Context: an optimization exercise on an open-source flow, tuned for small area, a short achievable clock period and few clock cycles per item. The choices shown serve that exercise and are no tape-out recipe. The RTL of this run was laid out without a check of its function. Power figures rest on the tool's default switching activity, not on a simulated workload.

==> design/flow/run.sh <==
#!/bin/bash
# synth_recipe.tcl (not shown) runs the flow's synth.tcl, then flattens the netlist and writes it again
# the make line also repeats each setting of config.mk as NAME=value (left out here)
make -C /OpenROAD-flow-scripts/flow DESIGN_CONFIG=/design/flow/config.mk WORK_HOME=/design/flow/orfs CLKGATE_MAP_FILE= SYNTH_SCRIPT=/design/flow/synth_recipe.tcl finish
==> design/flow/config.mk <==
export PLATFORM = sky130hd
export DESIGN_NAME = jpeg_ycbcr
export DESIGN_NICKNAME = jpeg_ycbcr
export VERILOG_FILES = /design/flow/design.v
export SDC_FILE = /design/flow/constraint.sdc
export NUM_CORES = 4
export LEC_CHECK = 0
export CAP_MARGIN = 20
export CORE_MARGIN = 2
export CORE_UTILIZATION = 60
export SLEW_MARGIN = 20
export SYNTH_MEMORY_MAX_BITS = 16384
==> design/flow/constraint.sdc <==
create_clock -name core_clock -period 10.0 [get_ports {clk}]
set_input_delay 2.0000 -clock core_clock [delete_from_list [all_inputs] [get_ports {clk}]]
set_output_delay 2.0000 -clock core_clock [all_outputs]
set_load 0.01 [all_outputs]
==> design/flow/design.v <==
`timescale 1ps / 1ps
module jpeg_ycbcr_mem(
    clk,
    WriteEnable,
    WriteBank,
    WriteColor,
    WriteCount,
    Data0In,
    Data1In,
    ReadActive,
    ReadBank,
    ReadXOdd,
    ReadYOdd,
    DataOutY,
    DataOutCb,
    DataOutCr
);
    input           clk;
    input           WriteEnable;
    input           WriteBank;
    input [2:0]     WriteColor;
    input [1:0]     WriteCount;
    input [8:0]     Data0In;
    input [8:0]     Data1In;
    input           ReadActive;
    input           ReadBank;
    input           ReadXOdd;
    input           ReadYOdd;
    output [8:0]    DataOutY;
    output [8:0]    DataOutCb;
    output [8:0]    DataOutCr;
    wire [2*16*9-1:0] TailY;
    wire [2*8*9-1:0]  TailCb;
    wire [2*8*9-1:0]  TailCr;
    genvar b, r;
    generate
        for(b = 0; b < 2; b = b + 1) begin : g_bank
            localparam [0:0] B = b;
            wire Write = WriteEnable & (WriteBank == B);
            wire Read  = ReadActive  & (ReadBank  == B);
            for(r = 0; r < 16; r = r + 1) begin : g_y
                localparam [3:0] R = r;
                reg  [16*9-1:0] Row;
                wire            Strobe = Write & (WriteColor[2] == 1'b0) &
                                         (WriteColor[1] == R[3]) &
                                         (WriteCount == ((R[2] == 1'b0) ? R[1:0] : ~R[1:0]));
                wire [8:0]      Din    = (R[2] == 1'b0) ? Data0In : Data1In;
                wire [8:0]      Head;
                if(r < 15) begin : g_head
                    assign Head = Read ? TailY[(b*16+r+1)*9 +: 9] : Din;
                end else begin : g_head
                    assign Head = Din;
                end
                always @(posedge clk) begin
                    if(Strobe | Read) Row <= {Row[15*9-1:0], Head};
                end
                assign TailY[(b*16+r)*9 +: 9] = Row[16*9-1:15*9];
            end
            for(r = 0; r < 8; r = r + 1) begin : g_c
                localparam [3:0] R = r;
                reg  [8*9-1:0]  RowCb;
                reg  [8*9-1:0]  RowCr;
                wire            RowWrite = Write &
                                           (WriteCount == ((R[2] == 1'b0) ? R[1:0] : ~R[1:0]));
                wire            StrobeCb = RowWrite & (WriteColor == 3'b100);
                wire            StrobeCr = RowWrite & (WriteColor == 3'b101);
                wire            Shift    = Read & ReadXOdd & ((r == 0) | ReadYOdd);
                wire [8:0]      Din      = (R[2] == 1'b0) ? Data0In : Data1In;
                wire [8:0]      HeadCb;
                wire [8:0]      HeadCr;
                if(r == 0) begin : g_head
                    assign HeadCb = Read ? (ReadYOdd ? TailCb[(b*8+1)*9 +: 9] : TailCb[(b*8+0)*9 +: 9]) : Din;
                    assign HeadCr = Read ? (ReadYOdd ? TailCr[(b*8+1)*9 +: 9] : TailCr[(b*8+0)*9 +: 9]) : Din;
                end else if(r < 7) begin : g_head
                    assign HeadCb = Read ? TailCb[(b*8+r+1)*9 +: 9] : Din;
                    assign HeadCr = Read ? TailCr[(b*8+r+1)*9 +: 9] : Din;
                end else begin : g_head
                    assign HeadCb = Din;
                    assign HeadCr = Din;
                end
                always @(posedge clk) begin
                    if(StrobeCb | Shift) RowCb <= {RowCb[7*9-1:0], HeadCb};
                    if(StrobeCr | Shift) RowCr <= {RowCr[7*9-1:0], HeadCr};
                end
                assign TailCb[(b*8+r)*9 +: 9] = RowCb[8*9-1:7*9];
                assign TailCr[(b*8+r)*9 +: 9] = RowCr[8*9-1:7*9];
            end
        end
    endgenerate
    assign DataOutY  = ReadBank ? TailY[16*9 +: 9]  : TailY[0 +: 9];
    assign DataOutCb = ReadBank ? TailCb[8*9 +: 9] : TailCb[0 +: 9];
    assign DataOutCr = ReadBank ? TailCr[8*9 +: 9] : TailCr[0 +: 9];
endmodule
`timescale 1ps / 1ps
module jpeg_ycbcr2rgb(
    rst,
    clk,
    Init,
    InEnable,
    InY,
    InCb,
    InCr,
    BlockWidth,
    OutEnable,
    OutPixelX,
    OutPixelY,
    OutR,
    OutG,
    OutB
);
    input           clk;
    input           rst;
    input           Init;
    input           InEnable;
    input [8:0]     InY;
    input [8:0]     InCb;
    input [8:0]     InCr;
    input [11:0]    BlockWidth;
    output          OutEnable;
    output [15:0]   OutPixelX;
    output [15:0]   OutPixelY;
    output [7:0]    OutR;
    output [7:0]    OutG;
    output [7:0]    OutB;
    reg             Phase1Enable;
    reg             Phase2Enable;
    reg             Phase3Enable;
    always @(posedge clk or negedge rst) begin
        if(!rst) begin
            Phase1Enable <= 1'b0;
            Phase2Enable <= 1'b0;
            Phase3Enable <= 1'b0;
        end else begin
            Phase1Enable <= InEnable;
            Phase2Enable <= Phase1Enable;
            Phase3Enable <= Phase2Enable;
        end
    end
    reg signed [8:0]  Phase1Y;
    reg signed [8:0]  Phase1Cb;
    reg signed [8:0]  Phase1Cr;
    always @(posedge clk) begin
        Phase1Y  <= InY;
        Phase1Cb <= InCb;
        Phase1Cr <= InCr;
    end
    wire signed [31:0] ProdR = Phase1Cr * 32'sh59BA5;
    wire signed [31:0] ProdG = -(Phase1Cb * 32'sh16066) - (Phase1Cr * 32'sh2DB47);
    wire signed [31:0] ProdB = Phase1Cb * 32'sh71687;
    reg signed [9:0]  Phase2Y;
    reg signed [9:0]  Phase2R;
    reg signed [9:0]  Phase2G;
    reg signed [9:0]  Phase2B;
    always @(posedge clk) begin
        Phase2Y <= {Phase1Y[8], Phase1Y} + 10'sd128;
        Phase2R <= ProdR[27:18];
        Phase2G <= ProdG[27:18];
        Phase2B <= ProdB[27:18];
    end
    wire signed [10:0] SumR = Phase2Y + Phase2R;
    wire signed [10:0] SumG = Phase2Y + Phase2G;
    wire signed [10:0] SumB = Phase2Y + Phase2B;
    function [7:0] F_Clip;
        input [10:0] v;
        begin
            F_Clip = v[10] ? 8'h00 : v[8] ? 8'hFF : v[7:0];
        end
    endfunction
    reg [7:0]   RegR;
    reg [7:0]   RegG;
    reg [7:0]   RegB;
    always @(posedge clk) begin
        RegR <= F_Clip(SumR);
        RegG <= F_Clip(SumG);
        RegB <= F_Clip(SumB);
    end
    reg             First;
    reg [11:0]      BlockX;
    reg [11:0]      BlockY;
    reg [3:0]       PixelX;
    reg [3:0]       PixelY;
    always @(posedge clk or negedge rst) begin
        if(!rst) begin
            First  <= 1'b1;
            BlockX <= 12'h000;
            BlockY <= 12'h000;
            PixelX <= 4'h0;
            PixelY <= 4'h0;
        end else begin
            if(Init) begin
                First  <= 1'b1;
            end else if(Phase2Enable) begin
                First  <= 1'b0;
                if(First) begin
                    BlockX <= 12'h000;
                    BlockY <= 12'h000;
                    PixelX <= 4'h0;
                    PixelY <= 4'h0;
                end else begin
                    PixelX <= PixelX + 4'h1;
                    if(PixelX == 4'hF) begin
                        PixelY <= PixelY + 4'h1;
                        if(PixelY == 4'hF) begin
                            if(BlockWidth == BlockX + 1) begin
                                BlockX <= 12'h000;
                                BlockY <= BlockY + 12'h001;
                            end else begin
                                BlockX <= BlockX + 12'h001;
                            end
                        end
                    end
                end
            end
        end
    end
    assign OutEnable = Phase3Enable;
    assign OutPixelX = {BlockX, PixelX};
    assign OutPixelY = {BlockY, PixelY};
    assign OutR      = RegR;
    assign OutG      = RegG;
    assign OutB      = RegB;
endmodule
`timescale 1ps / 1ps
module jpeg_ycbcr(
    rst,
    clk,
    ProcessInit,
    DataInEnable,
    DataInPage,
    DataInCount,
    Data0In,
    Data1In,
    DataInBlockWidth,
    OutEnable,
    OutPixelX,
    OutPixelY,
    OutR,
    OutG,
    OutB
    );
    input           rst;
    input           clk;
    input           ProcessInit;
    input           DataInEnable;
    input [2:0]     DataInPage;
    input [1:0]     DataInCount;
    input [8:0]     Data0In;
    input [8:0]     Data1In;
    input [11:0]    DataInBlockWidth;
    output          OutEnable;
    output [15:0]   OutPixelX;
    output [15:0]   OutPixelY;
    output [7:0]    OutR;
    output [7:0]    OutG;
    output [7:0]    OutB;
    reg             InInit;
    reg             InEnable;
    reg [2:0]       InPage;
    reg [1:0]       InCount;
    reg [8:0]       InData0;
    reg [8:0]       InData1;
    reg [11:0]      InWidth;
    always @(posedge clk or negedge rst) begin
        if(!rst) begin
            InInit   <= 1'b0;
            InEnable <= 1'b0;
        end else begin
            InInit   <= ProcessInit;
            InEnable <= DataInEnable;
        end
    end
    always @(posedge clk) begin
        InPage  <= DataInPage;
        InCount <= DataInCount;
        InData0 <= Data0In;
        InData1 <= Data1In;
        InWidth <= DataInBlockWidth;
    end
    reg [2:0]       DataInColor;
    reg             WriteBank;
    wire            BlockLast = InEnable & (InPage == 3'b111) & (InCount == 2'b11);
    wire            McuLast   = BlockLast & (DataInColor == 3'b101);
    always @(posedge clk or negedge rst) begin
        if(!rst) begin
            DataInColor <= 3'b000;
            WriteBank   <= 1'b0;
        end else begin
            if(InInit) begin
                DataInColor <= 3'b000;
                WriteBank   <= 1'b0;
            end else if(BlockLast) begin
                if(DataInColor == 3'b101) begin
                    DataInColor <= 3'b000;
                    WriteBank   <= ~WriteBank;
                end else begin
                    DataInColor <= DataInColor + 3'b001;
                end
            end
        end
    end
    reg [1:0]       ReadAvail;
    reg             ReadBank;
    reg [7:0]       ReadCount;       
    wire            ReadActive = (ReadAvail != 2'd0);
    wire            ReadLast   = ReadActive & (ReadCount == 8'hFF);
    always @(posedge clk or negedge rst) begin
        if(!rst) begin
            ReadAvail <= 2'd0;
            ReadBank  <= 1'b0;
            ReadCount <= 8'h00;
        end else begin
            if(InInit) begin
                ReadAvail <= 2'd0;
                ReadBank  <= 1'b0;
                ReadCount <= 8'h00;
            end else begin
                ReadAvail <= ReadAvail + {1'b0, McuLast} - {1'b0, ReadLast};
                if(ReadActive) ReadCount <= ReadCount + 8'd1;
                if(ReadLast)   ReadBank  <= ~ReadBank;
            end
        end
    end
    wire [8:0]      DataY;
    wire [8:0]      DataCb;
    wire [8:0]      DataCr;
    jpeg_ycbcr_mem u_jpeg_ycbcr_mem(
        .clk            ( clk               ),
        .WriteEnable    ( InEnable          ),
        .WriteBank      ( WriteBank         ),
        .WriteColor     ( DataInColor       ),
        .WriteCount     ( InCount           ),
        .Data0In        ( InData0           ),
        .Data1In        ( InData1           ),
        .ReadActive     ( ReadActive        ),
        .ReadBank       ( ReadBank          ),
        .ReadXOdd       ( ReadCount[0]      ),
        .ReadYOdd       ( ReadCount[4]      ),
        .DataOutY       ( DataY             ),
        .DataOutCb      ( DataCb            ),
        .DataOutCr      ( DataCr            )
    );
    jpeg_ycbcr2rgb u_jpeg_ycbcr2rgb(
        .rst        ( rst               ),
        .clk        ( clk               ),
        .Init       ( InInit            ),
        .InEnable   ( ReadActive        ),
        .InY        ( DataY             ),
        .InCb       ( DataCb            ),
        .InCr       ( DataCr            ),
        .BlockWidth ( InWidth           ),
        .OutEnable  ( OutEnable         ),
        .OutPixelX  ( OutPixelX         ),
        .OutPixelY  ( OutPixelY         ),
        .OutR       ( OutR              ),
        .OutG       ( OutG              ),
        .OutB       ( OutB              )
    );
endmodule
==> key figures <==
STA
  – Number of hold violations in the final report: 0
  – Final sum of negative setup slack: 0 ps
  – Number of setup violations in the final report: 0
  – Fmax achieved: 107.6 MHz
  – Post-route minimum period: 9295 ps
  – Worst Tran Pin Value: 1219 ps
  – Worst rel slew slack: 0.1873
  – Share of the cycle needed by the critical path after routing: 0.9295
  – Hold Slack: around 320 ps
  – Maximum clock skew at final layout: ~74 ps
  – RSZ-0062 raised after global routing: false
  – Least setup slack across all paths after layout: approximately 700 ps
  – Number of slew-limit violations in the final report: 0

Detailed routing
  – DRT iter0 DRCs: 8238
  – Routed length per instance: 23.00 um
  – Number of nets still failing antenna checks after routing: 0
  – Via count: slightly below 90000
  – Drt drc: 0
  – Ratio of routed vias to standard cells: approximately 5.4
  – Total iterations of the first detailed-routing run: 7
  – Final routed wirelength across all metal layers: 368800 um

Floorplanning
  – Initial Util: 0.6027
  – Die Footprint: 0.3893 mm2
  – Boundary Pins: between 90 and 100
  – Die Wd: 623.9 um
  – Row Count: around 230
  – Chip height: 623.9 um
  – Core area: approximately 0.38 mm2

Synthesis
  – Part of the Yosys area used for sequential elements: 0.9168
  – Count of state elements after synthesis: roughly 7100
  – Post-synth cell types: 64
  – Most used DFF post-synth: sky130_fd_sc_hd__edfxtp_1
  – Nets in the synthesized netlist: ~10000
  – Ys Warns: 3
  – Mapped Cells: approximately 9700
  – Number of synthesized flops with an enable pin: just under 7000
  – Synth Area per Inst: about 24 um2
  – Post-synthesis instance area: between 0.2 and 0.25 mm2
  – Async set-reset flop share out of synthesis: 0.007474

Worst setup path
  – Worst EP required: between 10000 and 15000 ps
  – Reg2Reg Launch Point: u_jpeg_ycbcr2rgb.Phase1Cb[7]
  – CP endpoint: u_jpeg_ycbcr2rgb.Phase2G[8]
  – Arrival time worst endpoint: about 10000 ps
  – Minimum setup slack among reg-to-reg paths: about 700 ps
  – Capture instance of the worst register-to-register path: u_jpeg_ycbcr2rgb.Phase2G[8]
  – Capturing element type of the critical path: register
  – R2R depth: 29
  – Highest fanout seen on the critical path: 9
  – Max stage delay cell, worst path: sky130_fd_sc_hd__dfxtp_1
  – Startpoint kind of the worst setup timing path: register
  – Startpoint-to-endpoint class of the critical path: register to register
  – Delay of the slowest cell on the worst path: around 680 ps
  – Worst setup path startpoint: u_jpeg_ycbcr2rgb.Phase1Cb[7]

Placed design
  – Placed Instance Area: 0.2389 mm2
  – Port buffer count: 95
  – Weighted congestion at the end of routability-driven global placement: about 0.77
  – Final HPWL DP: between 200000 and 250000 um
  – Worst slack at placement: ~660 ps

Power and ir drop
  – Register share of total power: 0.574
  – Worst-case vdd ir drop: 204.9 uV
  – Total power density per cell area: between 200 and 250 mW/mm2
  – Comb power frac: 0.006
  – Internal Power: 45.85 mW
  – Clk network pwr share: 0.420
  – Proportion of total power due to net switching: 0.1876
  – Switching pwr: approximately 11 mW
  – Pleak: about 86 nW

Min path
  – Number of instances on the worst hold path: 0
  – Hold crit path type: register to register

Final layout
  – Final standard cell utilization of the core: 0.6791
  – Relative area change from synthesis to final layout: 12.67%
  – Fillers: ~24000
  – Cell area after layout: between 0.2 and 0.3 mm2
  – Net total in the final layout: approximately 11000
  – Layout cell share with drive strength beyond 1: 0.1024

Clock network
  – CTS Root Buffer Type: sky130_fd_sc_hd__clkbuf_16
  – H-Tree Level Count: 6
  – Clock latency on the worst-skew pair: ~1100 ps
  – Clock buffer count from CTS: 663
  – Cts repair resizes: 0
  – TritonCTS clock tree: yes
  – Number of buffers inserted by post-CTS setup repair: 0
  – Clock sinks: approximately 7100
  – Maximum number of buffers from clock root to sink: 4
  – Clock-pin slew on the worst setup and hold paths: ~60 ps
  – CTS hold repair buffers: 0

Status
  – Status: finished clean

GRT
  – First-pass GRT wire length: approximately 550000 um
  – Total overflow reported by the global router: 0
  – Combined global-route utilization of all metal layers: 0.1886
  – Largest net degree at the start of global routing: approximately 230
  – Number of global-route vias before repair: about 90000
  – Number of antenna violations at the first check in global routing: 13

Flow run
  – Maxcap violations: 0
## worst max-delay path: cells and delay by family (launching register included)
kind	cells	cell delay [ps]
buffers and inverters	2	260
adders and majority gates	12	4770
DFF	1	680
xor gates and xnor gates	2	320
and+or+nand+nor	4	470
AOI/OAI and AO/OA	9	2670
## state kept, by name (all words and copies together) (netlist names), 9 cells and up
name,flops
u_jpeg_ycbcr2rgb.BlockX,12
u_jpeg_ycbcr2rgb.Phase2Y,10
u_jpeg_ycbcr2rgb.Phase2B,10
u_jpeg_ycbcr_mem.g_bank.g_y.Row,4608
u_jpeg_ycbcr2rgb.BlockY,12
u_jpeg_ycbcr2rgb.Phase1Cr,9
InWidth,12
u_jpeg_ycbcr_mem.g_bank.g_c.RowCb,1152
InData1,9
u_jpeg_ycbcr_mem.g_bank.g_c.RowCr,1152
InData0,9
u_jpeg_ycbcr2rgb.Phase2R,10
u_jpeg_ycbcr2rgb.Phase1Cb,9
u_jpeg_ycbcr2rgb.Phase2G,10
u_jpeg_ycbcr2rgb.Phase1Y,9
## stage by stage
stage,power (mW),std cells
6_report,56.43,16040
5_1_grt,58.27,16030
4_1_cts,57.13,16030
3_5_place_dp,33.36,14830
3_3_place_gp,33.36,14830
2_1_floorplan,33.22,9698
## power groups by stage
stage / Clock [mW] / Combinational [mW] / Sequential, mW
2_1_floorplan: 0 / 0.154 / 33.1
3_3_place_gp: 0 / 0.349 / 33.0
3_5_place_dp: 0 / 0.354 / 33.0
4_1_cts: 24.4 / 0.357 / 32.4
5_1_grt: 25.5 / 0.375 / 32.4
6_report: 23.7 / 0.343 / 32.4
## per-layer routing
metal  wire, um  global-route usage  up-vias
li1           -                   -    39150
met1     168700              0.2800    45400
met2     178300              0.3020     1604
met3      13720             0.02579      554
met4       8115             0.04928        0
met5          0                   0        -
## cells by family after synthesis
| kind of cell | count (synthesis) | share of synthesized area |
|---|---|---|
| flip-flops | 7091 | 0.9168 |
| AND/OR/NAND/NOR | 842 | 0.01541 |
| AO/OA/AOI/OAI | 572 | 0.01655 |
| adder cells (fa/ha/maj) | 558 | 0.03640 |
| buffers and inverters | 457 | 0.007494 |
| XOR/XNOR | 107 | 0.004064 |
| multiplexers | 71 | 0.003239 |
## how the worst min path moves through the flow
stage                                           start  slack (ps)                     endpoint
after global routing      u_jpeg_ycbcr2rgb.Phase1Y[0]         330  u_jpeg_ycbcr2rgb.Phase2Y[0]
after floorplan           u_jpeg_ycbcr2rgb.Phase1Y[0]         310  u_jpeg_ycbcr2rgb.Phase2Y[0]
after detailed placement  u_jpeg_ycbcr2rgb.Phase1Y[0]         310  u_jpeg_ycbcr2rgb.Phase2Y[0]
final                     u_jpeg_ycbcr2rgb.Phase1Y[1]         320  u_jpeg_ycbcr2rgb.Phase2Y[1]
after global placement    u_jpeg_ycbcr2rgb.Phase1Y[2]         310  u_jpeg_ycbcr2rgb.Phase2Y[2]
after CTS                 u_jpeg_ycbcr2rgb.Phase1Y[0]         330  u_jpeg_ycbcr2rgb.Phase2Y[0]
## cells in the final DEF, fill, tap and decap left out, drive strengths merged, types with 5 or more instances in the layout
cell type      count
diode              7
clkinvlp          10
ha               370
nand4             19
o21ai            102
clkdlybuf4s50     94
mux2              29
fa               188
nor2              99
dfrtp             52
a21o             264
nor3              19
a211oi             8
and4               5
and3              13
o31ai              8
inv              345
nand2            579
o21a              33
nand3             29
o21bai             7
o41ai              6
or2                7
a31oi              8
nor2b             16
xnor2             64
buf              136
mux2i             42
edfxtp          6912
clkbuf           846
xor2              43
a21oi            105
clkinv           288
nand2b            12
and2              27
a211o              5
dfxtp            126
bufinv            33
## Yosys cell counts (19+ instances only)
| cell type | instances | area (um2) |
|---|---|---|
| sky130_fd_sc_hd__edfxtp_1 | 6912 | 207600 |
| sky130_fd_sc_hd__clkbuf_1 | 115 | 431.7 |
| sky130_fd_sc_hd__xnor2_1 | 64 | 560.5 |
| sky130_fd_sc_hd__nand4_1 | 19 | 118.9 |
| sky130_fd_sc_hd__nor3_1 | 19 | 95.09 |
| sky130_fd_sc_hd__fa_1 | 188 | 3764 |
| sky130_fd_sc_hd__ha_1 | 370 | 4629 |
| sky130_fd_sc_hd__mux2_2 | 29 | 326.6 |
| sky130_fd_sc_hd__nand2_1 | 579 | 2173 |
| sky130_fd_sc_hd__a21o_1 | 264 | 1982 |
| sky130_fd_sc_hd__a21oi_1 | 105 | 525.5 |
| sky130_fd_sc_hd__nand3_1 | 29 | 145.1 |
| sky130_fd_sc_hd__dfxtp_1 | 126 | 2522 |
| sky130_fd_sc_hd__o21a_1 | 33 | 247.7 |
| sky130_fd_sc_hd__nor2_1 | 99 | 371.6 |
| sky130_fd_sc_hd__mux2i_1 | 42 | 420.4 |
| sky130_fd_sc_hd__dfrtp_1 | 52 | 1301 |
| sky130_fd_sc_hd__o21ai_0 | 102 | 510.5 |
| sky130_fd_sc_hd__xor2_1 | 43 | 376.6 |
| sky130_fd_sc_hd__inv_1 | 323 | 1212 |
| sky130_fd_sc_hd__and2_1 | 25 | 156.4 |
## layout make-up
type | instances | area (um2) | share of cell area
Sequential cell | 7091 | 211400 | 0.8137
Multi-Input combinational cell | 2150 | 17900 | 0.06891
Clock buffer | 846 | 17740 | 0.06827
Tap cell | 5038 | 6304 | 0.02426
Clock inverter | 352 | 2963 | 0.01140
Timing Repair Buffer | 230 | 2253 | 0.008674
Inverter | 324 | 1216 | 0.004681
Antenna cell | 7 | 17.52 | 0.00006742

## afterwards: timing with drivers on the ports
The flow's constraints put no driver on any port. The routed layout listed below was extracted and timed again, unchanged, in two steps. Step 1 sets driving cells, clkbuf_16 on the clock port and buf_2 on the other inputs (assumed; they add their load-dependent delay and slew). Step 2, shift: input delay + t, output delay - t, t = (earliest + latest rising clock arrival at the registers) / 2. This alone moves slack from input paths to output paths. Slacks: ideal / step 1 / step 2; pairs: ideal / step 1.
shift t [ns]: 1.127
slack for setup (ns): 0.705 / 0.705 / 0.705
worst setup path at the end: register to register
After both steps setup and hold are still met in this run. The setup slack of this run moves by 0.000 ns with the drivers and by 0.000 ns with both steps.
